From an optimization exercise on the open Yosys and OpenROAD flow, aimed at small area; shortcuts taken in it are not production practice. In this exercise RTL edits were held to simulation tests only and were not proved equivalent to the original. Power and IR drop assume default switching activity.

Design top_module, start of the top module:
module top_module(input logic [7:0] pixel_r,pixel_g,pixel_b, input logic clk,reset,data_in_en,output logic signed [12:0] Convo_final,output logic start_add_1);
Size in the first run: ~210 flip-flops, roughly 8200 um^2 of cells after synthesis.
clock: 10.0 ns
lec_check: 0
cap_margin: 20
core_margin: 2
core_utilization: 40
cts_buf_list: sky130_fd_sc_hd__clkbuf_8
cts_cluster_diameter: 60
cts_cluster_size: 18
slew_margin: 20
run.sh (not shown) runs the stock make flow with config.mk's settings and CLKGATE_MAP_FILE= SYNTH_SCRIPT=/design/flow/synth_recipe.tcl, a recipe that flattens the netlist after the stock synthesis.
The starting point finished clean.
Next try:
--- a/flow/config.mk
+++ b/flow/config.mk
@@ -10,5 +10,2 @@
 export CORE_UTILIZATION = 40
-export CTS_BUF_LIST = sky130_fd_sc_hd__clkbuf_8
-export CTS_CLUSTER_DIAMETER = 60
-export CTS_CLUSTER_SIZE = 18
 export SLEW_MARGIN = 20
- The new run produced a clean layout
- clock-buffer cell count goes up by 7
- clock skew decreases by 0.0072 ns
- synthesized area does not change
- first-iteration DRC count shrinks by a few percent
- total power rose by about a fifth
- die area is unchanged
- setup slack improves by 0.030 ns
- hold slack is about the same
- via count increases slightly
- synthesized cell count does not change
- clock power came out higher by well over a third
Next try:
--- a/flow/config.mk
+++ b/flow/config.mk
@@ -10,2 +10,5 @@
 export CORE_UTILIZATION = 40
+export CTS_BUF_LIST = sky130_fd_sc_hd__clkbuf_4
+export CTS_CLUSTER_DIAMETER = 50
+export CTS_CLUSTER_SIZE = 10
 export SLEW_MARGIN = 20
Result: Total power falls by 15%. Fmax falls by 2.1%. Flip-flop and latch count does not change. Cell count stays flat. Sequential share of layout area rises by 2.8 points. Cell area falls by 4.2%.

========
Setup of before:
The RTL this note starts from:
==> flow/design.v <==
`timescale 1ps / 1fs
module fa(input logic a, b, c, output logic s, co);
assign s = a ^ b ^ c;
assign co = (a & b) | (a & c) | (b & c);
endmodule
module ha(input logic a, b, output logic s, co);
assign s = a ^ b;
assign co = a & b;
endmodule
`timescale 1ps / 1fs
module top_module(input logic [7:0] pixel_r,pixel_g,pixel_b, input logic clk,reset,data_in_en,output logic signed [12:0] Convo_final,output logic start_add_1);
parameter N=10;
logic [3:0] x, y;           
logic [9:0] a1,a2,a3,a4,a5,a6,a7,a8,a9,a10,a11;
logic [9:0] b1,b2,b3,b4,b5,b6,b7,b8,b9;
logic [9:0] s;
always_ff @(posedge clk)
begin
if (!reset)
begin
x<=0;
y<=0;
start_add_1<=1'b0;
end
else
begin
start_add_1 <= data_in_en && (y >= 2) && (x != 0) && (x != N-1);
if (data_in_en)
begin
if (x==N-1)
begin
x<=0;
y<= (y==N-1) ? 4'd0 : y+1;
end
else
x<=x+1;
end
end
end
always_ff @(posedge clk)
begin
if (reset && data_in_en)
begin
{a11,a10,a9,a8,a7,a6,a5,a4,a3,a2,a1} <= {a10,a9,a8,a7,a6,a5,a4,a3,a2,a1,s};
if (x != 0)
{b9,b8,b7,b6,b5,b4,b3,b2,b1} <= {b8,b7,b6,b5,b4,b3,b2,b1,a11};
end
end
logic sa1;
logic sa2;
logic sa3;
logic sa4;
logic sa5;
logic sa6;
logic sa7;
logic sa8;
logic sa9;
logic sa10;
logic sa11;
logic sa12;
logic sa13;
logic sa14;
logic sa15;
logic sa16;
logic sa17;
logic sa18;
logic sa19;
logic sa20;
logic sa21;
logic sa22;
logic sa23;
logic sa24;
logic sa25;
logic sa26;
logic sa27;
logic sa28;
logic sa29;
logic sa30;
logic sa31;
logic sa32;
logic sa33;
logic sa34;
ha u_sa1 (pixel_r[0], pixel_g[0], sa1, sa2);
fa u_sa3 (pixel_r[1], pixel_g[1], pixel_b[1], sa3, sa4);
fa u_sa5 (pixel_r[2], pixel_g[2], pixel_b[2], sa5, sa6);
fa u_sa7 (pixel_r[3], pixel_g[3], pixel_b[3], sa7, sa8);
fa u_sa9 (pixel_r[4], pixel_g[4], pixel_b[4], sa9, sa10);
fa u_sa11 (pixel_r[5], pixel_g[5], pixel_b[5], sa11, sa12);
fa u_sa13 (pixel_r[6], pixel_g[6], pixel_b[6], sa13, sa14);
fa u_sa15 (pixel_r[7], pixel_g[7], pixel_b[7], sa15, sa16);
ha u_sa17 (sa1, pixel_b[0], sa17, sa18);
fa u_sa19 (sa2, sa3, sa18, sa19, sa20);
fa u_sa21 (sa4, sa5, sa20, sa21, sa22);
fa u_sa23 (sa6, sa7, sa22, sa23, sa24);
fa u_sa25 (sa8, sa9, sa24, sa25, sa26);
fa u_sa27 (sa10, sa11, sa26, sa27, sa28);
fa u_sa29 (sa12, sa13, sa28, sa29, sa30);
fa u_sa31 (sa14, sa15, sa30, sa31, sa32);
ha u_sa33 (sa16, sa32, sa33, sa34);
assign s = {sa34, sa33, sa31, sa29, sa27, sa25, sa23, sa21, sa19, sa17};
logic la1;
logic la2;
logic la3;
logic la4;
logic la5;
logic la6;
logic la7;
logic la8;
logic la9;
logic la10;
logic la11;
logic la12;
logic la13;
logic la14;
logic la15;
logic la16;
logic la17;
logic la18;
logic la19;
logic la20;
logic la21;
logic la22;
logic la23;
logic la24;
logic la25;
logic la26;
logic la27;
logic la28;
logic la29;
logic la30;
logic la31;
logic la32;
logic la33;
logic la34;
logic la35;
logic la36;
logic la37;
logic la38;
logic la39;
logic la40;
logic la41;
logic la42;
logic la43;
logic la44;
logic la45;
logic la46;
logic la47;
logic la48;
logic la49;
logic la50;
logic la51;
logic la52;
logic la53;
logic la54;
logic la55;
logic la56;
logic la57;
logic la58;
logic la59;
logic la60;
logic la61;
logic la62;
logic la63;
logic la64;
logic la65;
logic la66;
logic la67;
logic la68;
logic la69;
logic la70;
logic la71;
logic la72;
logic la73;
logic la74;
logic la75;
logic la76;
logic la77;
logic la78;
logic la79;
logic la80;
logic la81;
logic la82;
logic la83;
logic la84;
assign la1 = ~(~a11[0] ^ a1[2]);
assign la2 = ~a11[0] | a1[2];
fa u_la3 (~a11[1], a1[3], a10[3], la3, la4);
fa u_la5 (~a11[2], a1[4], a10[4], la5, la6);
fa u_la7 (~a11[3], a1[5], a10[5], la7, la8);
fa u_la9 (~a11[4], a1[6], a10[6], la9, la10);
fa u_la11 (~a11[5], a1[7], a10[7], la11, la12);
fa u_la13 (~a11[6], a1[8], a10[8], la13, la14);
fa u_la15 (~a11[7], a1[9], a10[9], la15, la16);
ha u_la17 (a1[0], a10[0], la17, la18);
fa u_la19 (a1[1], a10[1], b1[1], la19, la20);
fa u_la21 (la1, a10[2], b1[2], la21, la22);
fa u_la23 (la2, la3, b1[3], la23, la24);
fa u_la25 (la4, la5, b1[4], la25, la26);
fa u_la27 (la6, la7, b1[5], la27, la28);
fa u_la29 (la8, la9, b1[6], la29, la30);
fa u_la31 (la10, la11, b1[7], la31, la32);
fa u_la33 (la12, la13, b1[8], la33, la34);
fa u_la35 (la14, la15, b1[9], la35, la36);
ha u_la37 (la17, b1[0], la37, la38);
fa u_la39 (la18, la19, b9[1], la39, la40);
fa u_la41 (la20, la21, b9[2], la41, la42);
fa u_la43 (la22, la23, b9[3], la43, la44);
fa u_la45 (la24, la25, b9[4], la45, la46);
fa u_la47 (la26, la27, b9[5], la47, la48);
fa u_la49 (la28, la29, b9[6], la49, la50);
fa u_la51 (la30, la31, b9[7], la51, la52);
fa u_la53 (la32, la33, b9[8], la53, la54);
fa u_la55 (la34, la35, b9[9], la55, la56);
fa u_la57 (la36, la16, ~a11[8], la57, la58);
ha u_la59 (la37, b9[0], la59, la60);
fa u_la61 (la38, la39, la60, la61, la62);
fa u_la63 (la40, la41, la62, la63, la64);
fa u_la65 (la42, la43, la64, la65, la66);
fa u_la67 (la44, la45, la66, la67, la68);
fa u_la69 (la46, la47, la68, la69, la70);
fa u_la71 (la48, la49, la70, la71, la72);
fa u_la73 (la50, la51, la72, la73, la74);
fa u_la75 (la52, la53, la74, la75, la76);
fa u_la77 (la54, la55, la76, la77, la78);
fa u_la79 (la56, la57, la78, la79, la80);
fa u_la81 (la58, ~a11[9], la80, la81, la82);
assign la83 = ~la82;
assign Convo_final = {la83, la81, la79, la77, la75, la73, la71, la69, la67, la65, la63, la61, la59};
endmodule
Settings: LEC_CHECK=0, CAP_MARGIN=20, CORE_MARGIN=2, CORE_UTILIZATION=60, PLACE_DENSITY=0.75, SLEW_MARGIN=20, SYNTH_HIERARCHICAL=1; clock period 10.0 ns.
standard.sh (not shown) runs the stock make flow with config.mk's settings and CLKGATE_MAP_FILE= SYNTH_SCRIPT=/design/flow/synth_recipe.tcl, a recipe that flattens the netlist after the stock synthesis.
==> flow/flow/run.sh <==
#!/bin/bash
# Layout: the standard flow (standard.sh, unchanged synthesis) with two changes:
#  - ports are buffered with sky130_fd_sc_hd__buf_1 instead of the default port buffer;
#  - clock tree built from clkbuf_8 leaves over larger sink clusters, without dummy loads.
# The make output goes to standard.log in the work folder; ORFS's own per-step logs are
# under orfs/logs/.
set -euo pipefail
CTS="-sink_clustering_enable -repair_clock_nets -sink_clustering_size 10 -sink_clustering_max_diameter 60 -buf_list sky130_fd_sc_hd__clkbuf_4 -dont_use_dummy_load"
bash standard.sh "BUFFER_PORTS_ARGS=-buffer_cell sky130_fd_sc_hd__buf_1" "CTS_ARGS=$CTS" finish > standard.log 2>&1
before finished all stages; the layout is clean.
Modified inputs, after compared to before
# before
export LEC_CHECK = 0
export CAP_MARGIN = 20
export CORE_MARGIN = 2
export CORE_UTILIZATION = 60
export PLACE_DENSITY = 0.75
export SLEW_MARGIN = 20
export SYNTH_HIERARCHICAL = 1
create_clock -name core_clock -period 10.0 [get_ports {clk}]
# after
export LEC_CHECK = 0
export CAP_MARGIN = 20
export CORE_MARGIN = 2
export CORE_UTILIZATION = 40
export CTS_BUF_LIST = sky130_fd_sc_hd__clkbuf_8
export CTS_CLUSTER_DIAMETER = 60
export CTS_CLUSTER_SIZE = 18
export SLEW_MARGIN = 20
export SYNTH_HIERARCHICAL = 1
create_clock -name core_clock -period 10.0 [get_ports {clk}]
==> flow/run.sh (new file) <==
#!/bin/bash
# synth_recipe.tcl (not shown) runs the flow's synth.tcl, then flattens the netlist and writes it again
# the make line also repeats each setting of config.mk as NAME=value (left out here)
make -C /OpenROAD-flow-scripts/flow DESIGN_CONFIG=/design/flow/config.mk WORK_HOME=/design/flow/orfs CLKGATE_MAP_FILE= SYNTH_SCRIPT=/design/flow/synth_recipe.tcl finish
removed: flow/flow/run.sh
removed: flow/standard.sh
Findings:
In summary, after completed successfully, with a layout that passed the timing, DRC and antenna checks. Looking at final setup slack of the worst path across both flows, after is the weaker of the two, with before ahead. Compared with before, after shows met3 track utilization from global routing lower by 1.4 points. after has routed length on met1 above what before had. Summary: with before as the reference, total placed instance area in after moved up by a few percent. Comparing after and before, total power is lower on before. Relative to before, the floorplan die area of after is higher by 0.0066 sq mm. Changes observed in after relative to before: peak ir drop on the vdd network now smaller; register fraction of the total cell area now smaller; iteration count of the initial detailed-routing pass comparable.

========
Starts from the design.v that is shown in full above.
==> flow/config.mk <==
export PLATFORM = sky130hd
export DESIGN_NAME = top_module
export DESIGN_NICKNAME = top_module
export VERILOG_FILES = /design/flow/design.v
export SDC_FILE = /design/flow/constraint.sdc
export NUM_CORES = 4
export LEC_CHECK = 0
export CAP_MARGIN = 20
export CORE_MARGIN = 2
export CORE_UTILIZATION = 40
export SLEW_MARGIN = 20
export SYNTH_HIERARCHICAL = 1
==> flow/constraint.sdc <==
create_clock -name core_clock -period 10.0 [get_ports {clk}]
set_input_delay 2.0000 -clock core_clock [delete_from_list [all_inputs] [get_ports {clk}]]
set_output_delay 2.0000 -clock core_clock [all_outputs]
set_load 0.01 [all_outputs]
==> flow/flow/run.sh <==
#!/bin/bash
# Layout: the standard flow (standard.sh, unchanged synthesis) with two changes:
#  - ports are buffered with sky130_fd_sc_hd__buf_1 instead of the default port buffer;
#  - clock tree built from clkbuf_8 leaves over larger sink clusters, without dummy loads.
# The make output goes to standard.log in the work folder; ORFS's own per-step logs are
# under orfs/logs/.
set -euo pipefail
CTS="-sink_clustering_enable -repair_clock_nets -sink_clustering_size 10 -sink_clustering_max_diameter 60 -buf_list sky130_fd_sc_hd__clkbuf_4 -dont_use_dummy_load"
bash standard.sh "BUFFER_PORTS_ARGS=-buffer_cell sky130_fd_sc_hd__buf_1" "CTS_ARGS=$CTS" finish > standard.log 2>&1
The baseline finished with timing, DRC and antenna clean.
Edit:
--- a/flow/flow/run.sh
+++ b/flow/flow/run.sh
@@ -6,4 +6,4 @@
 # under orfs/logs/.
 set -euo pipefail
-CTS="-sink_clustering_enable -repair_clock_nets -sink_clustering_size 10 -sink_clustering_max_diameter 60 -buf_list sky130_fd_sc_hd__clkbuf_4 -dont_use_dummy_load"
+CTS="-sink_clustering_enable -repair_clock_nets -sink_clustering_size 18 -sink_clustering_max_diameter 60 -buf_list sky130_fd_sc_hd__clkbuf_8 -dont_use_dummy_load"
 bash standard.sh "BUFFER_PORTS_ARGS=-buffer_cell sky130_fd_sc_hd__buf_1" "CTS_ARGS=$CTS" finish > standard.log 2>&1
--- a/flow/config.mk
+++ b/flow/config.mk
@@ -9,4 +9,7 @@
 export CORE_MARGIN = 2
 export CORE_UTILIZATION = 40
+export CTS_BUF_LIST = sky130_fd_sc_hd__clkbuf_8
+export CTS_CLUSTER_DIAMETER = 60
+export CTS_CLUSTER_SIZE = 18
 export SLEW_MARGIN = 20
 export SYNTH_HIERARCHICAL = 1
After rerunning: Sequential power barely changes. Register-to-register slack is better by 0.08 ns. First-iteration DRC count came out higher by 8.5%. Via count went down by 0.97%. Cell count drops by 1.1%. Cell area increases by 0.65%. Routed wire length drops by 1.1%. Global-route usage came out lower by 0.10 points. Worst setup slack improves by 0.086 ns. Non-clock buffer count stays the same.

========
Setup of v33:
Another version of the RTL of top_module (not shown whole).
For scale: ~210 flip-flops.
clock: 10.0 ns
lec_check: 0
cap_margin: 20
core_margin: 2
core_utilization: 40
slew_margin: 20
synth_hierarchical: 1
==> flow/flow/run.sh <==
#!/bin/bash
# Layout: the standard flow (standard.sh, unchanged synthesis) with two changes:
#  - ports are buffered with sky130_fd_sc_hd__buf_1 instead of the default port buffer;
#  - clock tree built from clkbuf_8 leaves over larger sink clusters, without dummy loads.
# The make output goes to standard.log in the work folder; ORFS's own per-step logs are
# under orfs/logs/.
set -euo pipefail
CTS="-sink_clustering_enable -repair_clock_nets -sink_clustering_size 10 -sink_clustering_max_diameter 60 -buf_list sky130_fd_sc_hd__clkbuf_4 -dont_use_dummy_load"
bash standard.sh "BUFFER_PORTS_ARGS=-buffer_cell sky130_fd_sc_hd__buf_1" "CTS_ARGS=$CTS" finish > standard.log 2>&1
Setup changes, v33 to v19
# v33
export LEC_CHECK = 0
export CAP_MARGIN = 20
export CORE_MARGIN = 2
export CORE_UTILIZATION = 40
export SLEW_MARGIN = 20
export SYNTH_HIERARCHICAL = 1
create_clock -name core_clock -period 10.0 [get_ports {clk}]
# v19
export LEC_CHECK = 0
export CAP_MARGIN = 0
export CORE_MARGIN = 2
export CORE_UTILIZATION = 40
export SLEW_MARGIN = 0
export SYNTH_HIERARCHICAL = 1
create_clock -name core_clock -period 10.0 [get_ports {clk}]
[summary]
- On maximum frequency, v33 and v19 are basically level.
- Between v33 and v19, the difference in total inserted antenna cells is negligible.
- Diff v33 -> v19: number of global-route vias before repair neither gained nor lost much; global routing usage on met3 roughly the same; clock buffer and inverter area fraction after layout stayed essentially flat; post-route clock period utilization shows no meaningful change; number of combinational gates with multiple inputs saw little to no change.
- As far as number of clock buffers in the layout is concerned, v19 and v33 perform about the same.
- Comparing v33 with v19, the worst hold slack came out essentially unchanged.
- v19 ends up with a slack of the critical path that is 7.3 ps higher than in v33.
diff inputs: v19 => v12
# v19
export LEC_CHECK = 0
export CAP_MARGIN = 0
export CORE_MARGIN = 2
export CORE_UTILIZATION = 40
export SLEW_MARGIN = 0
export SYNTH_HIERARCHICAL = 1
create_clock -name core_clock -period 10.0 [get_ports {clk}]
# v12
export LEC_CHECK = 0
export CAP_MARGIN = 5
export CORE_MARGIN = 2
export CORE_UTILIZATION = 40
export SLEW_MARGIN = 5
export SYNTH_HIERARCHICAL = 1
create_clock -name core_clock -period 10.0 [get_ports {clk}]
As far as final weighted congestion in routability-driven placement goes, v19 and v12 are indistinguishable; the numbers are identical. From v12 to v19, worst setup slack did not move at all. Diff v19..v12 | initial antenna violation count | unchanged. Diff v19..v12 | final count of negative-setup-slack endpoints | unchanged. Re met2 usage in global routing: no difference whatsoever between v19 and v12. Per the comparison of v12 with v19, final cell utilization of the core level, number of gates resized after cts ~0 delta, placed instance area was more or less identical, layout clock buffer count level, overall routed net length roughly the same. Highest clock frequency the design can meet: v12 vs v19 identical.

-- static timing again, ports no longer ideal --
No port has a modelled driver above. Below, the same layouts with a new extraction and two added sets of constraints.
Step 1, drivers: a clkbuf_16 drives clk and a buf_2 each remaining input, both assumed.
Step 2 also shifts input and output timing later by t, the mid clock arrival at the registers, as if the neighbouring blocks saw the same clock.
a / b / c = no drivers / after step 1 / after step 2; a / b = the first two.
run	shift t [ns]	setup slack, ns	clock arrival spread, ns
the first run of note 1	0.530	3.392 / 3.355 / 3.884	0.020 / 0.021
the second run of note 1	0.538	3.422 / 3.376 / 3.914	0.012 / 0.012
the third run of note 1	0.654	3.281 / 3.242 / 3.896	0.020 / 0.020
before	0.633	1.147 / 1.109 / 1.741	0.037 / 0.037
after	0.534	1.059 / 1.019 / 1.553	0.024 / 0.024
the first run of note 3	0.623	1.360 / 1.325 / 1.948	0.039 / 0.040
the second run of note 3	0.509	1.446 / 1.408 / 1.917	0.049 / 0.048
v33	0.633	1.581 / 1.543 / 2.177	0.035 / 0.035
v19	0.632	1.589 / 1.551 / 2.183	0.038 / 0.038
v12	0.632	1.589 / 1.551 / 2.183	0.038 / 0.038
After both steps setup and hold are still met in every run listed.
